Context: an optimization exercise on an open-source flow, tuned for small area. The choices shown serve that exercise and are no tape-out recipe. RTL that was checked went through simulation tests only; none was proved equivalent to the original. Power figures rest on the tool's default switching activity, not on a simulated workload.

==> flow/design.v <==
module fifo(
    input clk,
    input rst_n,
    input input_valid,
    output input_enable,
    output output_valid,
    input output_enable,
    input [15:0] data_in,
    output reg [7:0] data_out
);
reg [15:0] mem [0:15];
reg [3:0] wr_ptr;
reg [3:0] rd_ptr;
reg       rd_hi;           
reg       full_eq;         
wire same_idx = (wr_ptr == rd_ptr);
wire empty = same_idx & !full_eq;
wire full  = same_idx & full_eq;
assign input_enable = !full;
assign output_valid = !empty;
wire do_write = input_valid & !full;
wire do_read  = output_enable & !empty;
wire [3:0] qa_n;
wire [3:0] qb_n;
wire [15:0] we;
wire [15:0] we_hi;
genvar w;
generate
    for (w = 0; w < 4; w = w + 1) begin : g_wdec
        g_nand2 ua (.a(wr_ptr[0] == w[0]), .b(wr_ptr[1] == w[1]), .y(qa_n[w]));
        g_nand3 ub (.a(do_write), .b(wr_ptr[2] == w[0]), .c(wr_ptr[3] == w[1]), .y(qb_n[w]));
    end
    for (w = 0; w < 16; w = w + 1) begin : g_we
        g_nor2 ulo (.a(qa_n[w % 4]), .b(qb_n[w / 4]), .y(we[w]));
        g_nor2 uhi (.a(qa_n[w % 4]), .b(qb_n[w / 4]), .y(we_hi[w]));
        always @(posedge clk) begin
            if (we[w])
                mem[w][7:0] <= data_in[7:0];
            if (we_hi[w])
                mem[w][15:8] <= data_in[15:8];
        end
    end
endgenerate
wire [3:0] pa_n;
wire [7:0] pb_n;
genvar i, j, b;
generate
    for (i = 0; i < 4; i = i + 1) begin : g_pa
        g_nand2 u (.a(rd_ptr[0] == i[0]), .b(rd_ptr[1] == i[1]), .y(pa_n[i]));
    end
    for (j = 0; j < 8; j = j + 1) begin : g_pb
        g_nand4 u (.a(do_read), .b(rd_hi == j[0]), .c(rd_ptr[2] == j[1]), .d(rd_ptr[3] == j[2]), .y(pb_n[j]));
    end
endgenerate
wire [31:0] sel;
generate
    for (i = 0; i < 16; i = i + 1) begin : g_sel
        g_nor2 ulo (.a(pa_n[i % 4]), .b(pb_n[{i[3:2], 1'b0}]), .y(sel[i]));
        g_nor2 uhi (.a(pa_n[i % 4]), .b(pb_n[{i[3:2], 1'b1}]), .y(sel[16 + i]));
    end
endgenerate
wire hold = !do_read;
wire [7:0] dnext;
generate
    for (b = 0; b < 8; b = b + 1) begin : g_bit
        wire [32:0] s, d;
        for (i = 0; i < 16; i = i + 1) begin : g_in
            assign s[i]      = sel[i];
            assign d[i]      = mem[i][b];
            assign s[16 + i] = sel[16 + i];
            assign d[16 + i] = mem[i][8 + b];
        end
        assign s[32] = hold;
        assign d[32] = data_out[b];
        wire [10:0] t;
        for (j = 0; j < 11; j = j + 1) begin : g_aoi
            g_aoi222 u (.a1(s[3*j]), .a2(d[3*j]), .b1(s[3*j+1]), .b2(d[3*j+1]),
                        .c1(s[3*j+2]), .c2(d[3*j+2]), .y(t[j]));
        end
        wire o0, o1, o2;
        g_nand4 n0 (.a(t[0]), .b(t[1]), .c(t[2]), .d(t[3]), .y(o0));
        g_nand4 n1 (.a(t[4]), .b(t[5]), .c(t[6]), .d(t[7]), .y(o1));
        g_nand3 n2 (.a(t[8]), .b(t[9]), .c(t[10]), .y(o2));
        g_or3   o  (.a(o0), .b(o1), .c(o2), .y(dnext[b]));
    end
endgenerate
always @(posedge clk or negedge rst_n) begin
    if (!rst_n) begin
        wr_ptr   <= 4'd0;
        rd_ptr   <= 4'd0;
        rd_hi    <= 1'b0;
        full_eq  <= 1'b0;
        data_out <= 8'd0;
    end else begin
        data_out <= dnext;
        if (do_write)
            wr_ptr <= wr_ptr + 1'b1;
        if (do_read) begin
            rd_hi <= ~rd_hi;
            if (rd_hi)
                rd_ptr <= rd_ptr + 1'b1;
        end
        if (do_write)
            full_eq <= 1'b1;
        else if (do_read & rd_hi)
            full_eq <= 1'b0;
    end
end
endmodule
module g_aoi222(input a1, input a2, input b1, input b2, input c1, input c2, output y);
    assign y = ~((a1 & a2) | (b1 & b2) | (c1 & c2));
endmodule
module g_nand2(input a, input b, output y);
    assign y = ~(a & b);
endmodule
module g_nand3(input a, input b, input c, output y);
    assign y = ~(a & b & c);
endmodule
module g_nand4(input a, input b, input c, input d, output y);
    assign y = ~(a & b & c & d);
endmodule
module g_nor2(input a, input b, output y);
    assign y = ~(a | b);
endmodule
module g_or3(input a, input b, input c, output y);
    assign y = a | b | c;
endmodule
export LEC_CHECK = 0
export CAP_MARGIN = 20
export CORE_MARGIN = 2
export CORE_UTILIZATION = 40
export SLEW_MARGIN = 20
export SYNTH_HIERARCHICAL = 1
export SYNTH_MINIMUM_KEEP_SIZE = 0
create_clock -name core_clock -period 4.0 [get_ports {clk}]
standard.sh (not shown) runs the stock make flow with config.mk's settings and CLKGATE_MAP_FILE= SYNTH_SCRIPT=/design/flow/synth_recipe.tcl, a recipe that flattens the netlist after the stock synthesis.
==> flow/flow/run.sh <==
#!/bin/bash
# Standard layout, with a leaner clock tree (no dummy loads, clusters of up to
# 18 sinks on clkbuf_8, small root and tree buffers) and small port buffers.
set -euo pipefail
export CTS_ARGS="-sink_clustering_enable -repair_clock_nets -dont_use_dummy_load -buf_list sky130_fd_sc_hd__clkbuf_8 -sink_clustering_size 18 -sink_clustering_max_diameter 70 -root_buf sky130_fd_sc_hd__clkbuf_4 -tree_buf sky130_fd_sc_hd__clkbuf_4"
export BUFFER_PORTS_ARGS="-buffer_cell sky130_fd_sc_hd__buf_1"
bash standard.sh > standard.log 2>&1
Next try:
==> flow/flow/run.sh (replaced) <==
#!/bin/bash
# Standard layout, with a leaner clock tree (no dummy loads, larger clusters)
# and small port buffers.
set -euo pipefail
export CTS_ARGS="-sink_clustering_enable -repair_clock_nets -dont_use_dummy_load -buf_list sky130_fd_sc_hd__clkbuf_16 -sink_clustering_size 30 -sink_clustering_max_diameter 100"
export BUFFER_PORTS_ARGS="-buffer_cell sky130_fd_sc_hd__buf_1"
bash standard.sh > standard.log 2>&1
What happened: Wire length fell by 1.0%. Flip-flop and latch count stays the same. Global-route usage fell by 0.20 points. Design area rose by 0.82%. Via count hardly moves. Total power rose by 3.1%. Fmax barely changes. Worst setup slack improves by 3.9 ps. Area after synthesis does not change. Non-clock buffer count does not change. Final cell count fell by 0.77%.

* * *

v42:
fifo, a different RTL version from the one above (not shown whole).
Size in the first run: about 30 I/O pins, ~9900 µm² of cells after synthesis.
make LEC_CHECK=0 CAP_MARGIN=20 CORE_MARGIN=2 CORE_UTILIZATION=40 CTS_BUF_LIST=sky130_fd_sc_hd__clkbuf_8 CTS_CLUSTER_DIAMETER=60 CTS_CLUSTER_SIZE=16 SLEW_MARGIN=20 SYNTH_HIERARCHICAL=1 SYNTH_MINIMUM_KEEP_SIZE=0 finish   # period 4.0 ns
run.sh (not shown) runs the stock make flow with config.mk's settings and CLKGATE_MAP_FILE= SYNTH_SCRIPT=/design/flow/synth_recipe.tcl, a recipe that flattens the netlist after the stock synthesis.
Stock flow here: none of the scripts above is used.
v42 completed; timing, DRC and antenna clean
Inputs modified between v42 and v31:
# v42
export LEC_CHECK = 0
export CAP_MARGIN = 20
export CORE_MARGIN = 2
export CORE_UTILIZATION = 40
export CTS_BUF_LIST = sky130_fd_sc_hd__clkbuf_8
export CTS_CLUSTER_DIAMETER = 60
export CTS_CLUSTER_SIZE = 16
export SLEW_MARGIN = 20
export SYNTH_HIERARCHICAL = 1
export SYNTH_MINIMUM_KEEP_SIZE = 0
create_clock -name core_clock -period 4.0 [get_ports {clk}]
# v31
export LEC_CHECK = 0
export CAP_MARGIN = 20
export CORE_MARGIN = 2
export CORE_UTILIZATION = 40
export SLEW_MARGIN = 20
export SYNTH_HIERARCHICAL = 1
export SYNTH_MINIMUM_KEEP_SIZE = 0
create_clock -name core_clock -period 4.0 [get_ports {clk}]
==> flow/flow/run.sh (new file) <==
#!/bin/bash
# Standard layout, with a leaner clock tree (no dummy loads, larger clusters)
# and small port buffers.
set -euo pipefail
export CTS_ARGS="-sink_clustering_enable -repair_clock_nets -dont_use_dummy_load -buf_list sky130_fd_sc_hd__clkbuf_16 -sink_clustering_size 30 -sink_clustering_max_diameter 100"
export BUFFER_PORTS_ARGS="-buffer_cell sky130_fd_sc_hd__buf_1"
bash standard.sh > standard.log 2>&1
==> flow/standard.sh (new file) <==
#!/bin/bash
# synth_recipe.tcl (not shown) runs the flow's synth.tcl, then flattens the netlist and writes it again
# the make line also repeats each setting of config.mk as NAME=value (left out here)
make -C /OpenROAD-flow-scripts/flow DESIGN_CONFIG=/design/flow/config.mk WORK_HOME=/design/flow/orfs CLKGATE_MAP_FILE= SYNTH_SCRIPT=/design/flow/synth_recipe.tcl "${@:-finish}"
removed: flow/run.sh
### Flow results
Compared with v42, v31 ends up with less cell area. Compared with v42, in v31 cell count went down 25; shortest period the worst path allows went down by 67 ps; count of hold buffers inserted by post-cts repair barely changed. Against v42, post-route total power in v31 fell slightly. Post-detailed-routing wire length for v31: about 1.6% down relative to v42. v31 vs. v42: wire length of the first global-routing pass lost 0.43%; total instance count after detailed placement moved down. Count of buffers not belonging to the clock network in the layout: v31 vs v42 down 5. Compared with v42, in v31 portion of total power attributed to combinational logic went down by 1.6 points, post-route clock period utilization went down by 1.7 points.
> inputs changed (v31 -> v27)
# v31
export LEC_CHECK = 0
export CAP_MARGIN = 20
export CORE_MARGIN = 2
export CORE_UTILIZATION = 40
export SLEW_MARGIN = 20
export SYNTH_HIERARCHICAL = 1
export SYNTH_MINIMUM_KEEP_SIZE = 0
create_clock -name core_clock -period 4.0 [get_ports {clk}]
# v27
export LEC_CHECK = 0
export CAP_MARGIN = 20
export CORE_MARGIN = 2
export CORE_UTILIZATION = 40
export CTS_BUF_LIST = sky130_fd_sc_hd__clkbuf_16
export CTS_CLUSTER_DIAMETER = 100
export CTS_CLUSTER_SIZE = 30
export SLEW_MARGIN = 20
export SYNTH_HIERARCHICAL = 1
export SYNTH_MINIMUM_KEEP_SIZE = 0
create_clock -name core_clock -period 4.0 [get_ports {clk}]
==> flow/run.sh (new file) <==
#!/bin/bash
# synth_recipe.tcl (not shown) runs the flow's synth.tcl, then flattens the netlist and writes it again
# the make line also repeats each setting of config.mk as NAME=value (left out here)
make -C /OpenROAD-flow-scripts/flow DESIGN_CONFIG=/design/flow/config.mk WORK_HOME=/design/flow/orfs CLKGATE_MAP_FILE= SYNTH_SCRIPT=/design/flow/synth_recipe.tcl finish
removed: flow/flow/run.sh
removed: flow/standard.sh
--- outcome ---
- v31 → v27: area overhead of the layout relative to synthesis went up by 2.8 points; final wirelength now larger; met1 capacity usage during global routing increased by 0.63 points relative to the old numbers; final worst-path cycle share went up.
- On v27: sequential share of layout area is 1.9 points lower than what v31 gave.
- Compared with v31, the router placed more vias in v27.
- v27 against v31: setup slack -73 ps, tightest hold margin +270 ps.
No functional check of the RTL was part of any run of this note.

-- re-timing with driven ports --
The flow's constraints put no driver on any port. The routed layouts listed below were extracted and timed again, unchanged, in two steps.
Step 1 sets driving cells, clkbuf_16 on the clock port and buf_2 on the other inputs (assumed; they add their load-dependent delay and slew).
Step 2 adds t to the input delays and takes it off the output delays; t is the mean of the earliest and latest rising clock arrival at the registers after step 1. Input paths then give back, and output paths get back, about the clock's delay inside the block.
a / b / c = ideal ports / drivers / drivers and shift; a / b = the first two.
run	t, ns	setup slack, ns	clock arrival spread, ns	worst register clock-pin slew, ns
the first run of note 1	0.681	0.246 / 0.246 / 0.246	0.097 / 0.097	0.11 / 0.11
the second run of note 1	0.493	0.250 / 0.250 / 0.250	0.078 / 0.078	0.11 / 0.11
v42	0.579	0.196 / 0.196 / 0.196	0.034 / 0.034	0.11 / 0.11
v31	0.508	0.263 / 0.263 / 0.263	0.065 / 0.065	0.11 / 0.11
v27	0.534	0.190 / 0.190 / 0.190	0.035 / 0.034	0.11 / 0.11
After both steps setup and hold are still met in every run listed.
